Background: an optimization exercise with open tools, aiming at small area and a short achievable clock period. Do not read the settings as production practice.
At most, simulation tests tie the RTL to the original design; equivalence was not proved.
Power is estimated from default activity; no workload was simulated.

== old ==
Design Top_Module, start of the top module:
module Top_Module(
    input clk,
    input wire [31:0] Num1,
    input wire [31:0] Num2,
    output reg [31:0] out
);
Size in the first run: about 2000 cells after synthesis, about 20000 um^2 of cells after synthesis.
==> flow/config.mk <==
export PLATFORM = sky130hd
export DESIGN_NAME = Top_Module
export DESIGN_NICKNAME = Top_Module
export VERILOG_FILES = /design/flow/design.v
export SDC_FILE = /design/flow/constraint.sdc
export NUM_CORES = 4
export LEC_CHECK = 0
export CAP_MARGIN = 20
export CORE_MARGIN = 2
export CORE_UTILIZATION = 40
export SLEW_MARGIN = 20
export SYNTH_HIERARCHICAL = 1
export SYNTH_MINIMUM_KEEP_SIZE = 0
==> flow/constraint.sdc <==
create_clock -name core_clock -period 11.0 [get_ports {clk}]
set_input_delay 2.2000 -clock core_clock [delete_from_list [all_inputs] [get_ports {clk}]]
set_output_delay 2.2000 -clock core_clock [all_outputs]
set_load 0.01 [all_outputs]
standard.sh (not shown) runs the stock make flow with config.mk's settings and CLKGATE_MAP_FILE= SYNTH_SCRIPT=/design/flow/synth_recipe.tcl, a recipe that flattens the netlist after the stock synthesis.
==> flow/flow/run.sh <==
#!/bin/bash
# Standard layout with port buffers of a faster cell and timing repair aimed
# below the clock period (a tighter repair target; constraints unchanged).
M=${SETUP_MARGIN:-7.5}
bash standard.sh SETUP_SLACK_MARGIN=$M "BUFFER_PORTS_ARGS=-buffer_cell sky130_fd_sc_hd__buf_2" finish > standard.log 2>&1
Setup changes, old to new
==> flow/flow/run.sh <==
#!/bin/bash
# standard layout, full log kept in this folder
bash standard.sh > standard.log 2>&1
Notes after the runs:
Re worst stage delay on the critical path: old and new aren't equal, and the higher value belongs to new.
Final standard cell area without fillers: new lower than old
old and new all finish clean.
Sort old and new by detailed-routing wirelength on met1 desc -> top: old
Function was not checked in any run of this note: the RTL went through the layout flow alone.

========
build 21:
Another version of the RTL of Top_Module (not shown whole).
Size: about 1900 cells after synthesis.
Settings: LEC_CHECK=0, CAP_MARGIN=20, CORE_MARGIN=2, CORE_UTILIZATION=55, CTS_CLUSTER_DIAMETER=120, CTS_CLUSTER_SIZE=30, SLEW_MARGIN=20, SYNTH_HIERARCHICAL=1, SYNTH_MINIMUM_KEEP_SIZE=0; clock period 11.0 ns.
==> flow/flow/run.sh <==
#!/bin/bash
# Standard layout (the standard.sh) with two changes to how it is made:
# port buffers use buf_2 instead of the default delay-cell choice, and timing
# repair aims for a setup slack of 8.0 ns instead of 0. The clock period and
# all constraints are unchanged. Full tool output goes to standard.log.
bash standard.sh SETUP_SLACK_MARGIN=8.0 "BUFFER_PORTS_ARGS=-buffer_cell sky130_fd_sc_hd__buf_2" finish > standard.log 2>&1
Build 21: PASS, flow complete, no timing, DRC or antenna violations
The inputs of build 55 differ from those of build 21 as listed below.
- a change of SLEW_MARGIN from 20 to 5
- a change of CAP_MARGIN from 20 to 5
==> flow/flow/run.sh <==
#!/bin/bash
# Standard layout (the standard.sh) with two changes to how it is made:
# port buffers use buf_2 instead of the default delay-cell choice, and timing
# repair aims for a setup slack of 7.85 ns instead of 0. The clock period and
# all constraints are unchanged. Full tool output goes to standard.log.
bash standard.sh SETUP_SLACK_MARGIN=7.85 "BUFFER_PORTS_ARGS=-buffer_cell sky130_fd_sc_hd__buf_2" finish > standard.log 2>&1
Results
Build 55 gives more worst-case headroom to the max-slew limit than build 21 did.
Wire length of the first global-routing pass shrinks by a few percent when moving from build 21 to build 55.
Build 21 ended up with reg2out as its kind of critical path; build 55 ended up with reg2reg.
Density: build 55 sparser than build 21
A cell type of the slowest stage on the worst timing path of sky130_fd_sc_hd__dfxtp_2 is what build 21 shows, while sky130_fd_sc_hd__fa_1 belongs to build 55.
In the reports for build 55 and build 21, the larger number of antenna violations at the first check in global routing belongs to build 21.
In the final reports, the cell area of build 55 is smaller than that of build 21.
For build 80, these inputs were changed with respect to build 55:
- CAP_MARGIN changed from 5 to 20
- SLEW_MARGIN changed from 5 to 20
==> flow/flow/run.sh <==
#!/bin/bash
# Standard layout (the standard.sh) with two changes to how it is made:
# port buffers use buf_2 instead of the default delay-cell choice, and timing
# repair aims for a setup slack of 7.75 ns instead of 0. The clock period and
# all constraints are unchanged. Full tool output goes to standard.log.
bash standard.sh SETUP_SLACK_MARGIN=7.75 "BUFFER_PORTS_ARGS=-buffer_cell sky130_fd_sc_hd__buf_2" finish > standard.log 2>&1
[summary]
From build 55 to build 80 the numbers moved as follows: placeable core region was more or less identical, final-layout fill cell count went down by 1.5%, clock group share of total power went down by 0.3 points, fraction of power consumed by combinational cells went up by 0.2 points, met2 usage went up by 1.7 points.
sky130_fd_sc_hd__fa_1 as the cell at the slowest stage of the critical path was reported by build 55, and sky130_fd_sc_hd__or3_4 by build 80.
Compared with build 55, build 80 shows a higher non-clock buffer count.
For build 82, these inputs were changed with respect to build 80:
==> flow/flow/run.sh <==
#!/bin/bash
# Standard layout (the standard.sh) with two changes to how it is made:
# port buffers use buf_2 instead of the default delay-cell choice, and timing
# repair aims for a setup slack of 7.85 ns instead of 0. The clock period and
# all constraints are unchanged. Full tool output goes to standard.log.
bash standard.sh SETUP_SLACK_MARGIN=7.85 "BUFFER_PORTS_ARGS=-buffer_cell sky130_fd_sc_hd__buf_2" finish > standard.log 2>&1
- The run showing the smaller routed length per instance is build 82.
- In the reports for build 80 and build 82, the smaller number of cells on the critical path belongs to build 80.
- Build 82 vs. build 80: placer's final routability congestion estimate went down by 0.99%.

========
run A:
RTL: one of the versions met above, not the one the previous note started from.
Size in the first run: roughly 240 flip-flops, about 97 I/O pins.
Settings: LEC_CHECK=0, ABC_CLOCK_PERIOD_IN_PS=2500, CAP_MARGIN=20, CORE_MARGIN=2, CORE_UTILIZATION=40, SLEW_MARGIN=20, SYNTH_HIERARCHICAL=1, SYNTH_MINIMUM_KEEP_SIZE=0; clock period 11.0 ns.
run.sh (not shown) runs the stock make flow with config.mk's settings and CLKGATE_MAP_FILE= SYNTH_SCRIPT=/design/flow/synth_recipe.tcl, a recipe that flattens the netlist after the stock synthesis.
Stock flow here: none of the scripts above is used.
Relative to run A, the following input files were edited for run Z:
Settings: removing ABC_CLOCK_PERIOD_IN_PS (formerly 2500).
==> comparison <==
Per the comparison of run Z with run A, total global-route track usage held steady; sequential share of cell area held steady; via count normalized by instance count held steady.
From run A to run Z, synthesis-to-finish area growth did not move at all.
Comparing run Z against run A, there is no change at all in fraction of area in multi-input gates.
No functional check of the RTL was part of any run of this note.

## re-timing with driven ports
The results above use ideal ports. As a check the final layouts listed here were re-extracted and re-timed, cells and wires unchanged.
Step 1 assumes that a clkbuf_16 drives the clock port and a buf_2 every other input.
Step 2 times the ports against the registers' clock, not the clock port: input delays grow and output delays shrink by t, the midpoint of the rising clock arrivals with the driver on.
Slacks: ideal ports / drivers / drivers and shift; pairs: ideal ports / drivers.
| run | t, ns | setup slack, ns | worst register clock-pin slew, ns |
|---|---|---|---|
| old | 0.630 | 7.101 / 7.101 / 7.101 | 0.07 / 0.07 |
| new | 0.618 | 5.493 / 5.493 / 5.493 | 0.07 / 0.07 |
| build 21 | 0.573 | 7.816 / 7.759 / 7.547 | 0.12 / 0.12 |
| build 55 | 0.573 | 7.814 / 7.780 / 7.480 | 0.12 / 0.12 |
| build 80 | 0.579 | 7.771 / 7.747 / 7.482 | 0.11 / 0.11 |
| build 82 | 0.559 | 7.802 / 7.789 / 7.437 | 0.12 / 0.12 |
| run A | 0.618 | 5.493 / 5.493 / 5.493 | 0.07 / 0.07 |
| run Z | 0.618 | 5.493 / 5.493 / 5.493 | 0.07 / 0.07 |
After both steps every run listed still meets setup and hold. For build 82, which loses most, drivers alone change the setup slack by -0.013 ns; drivers and shift together by -0.365 ns.
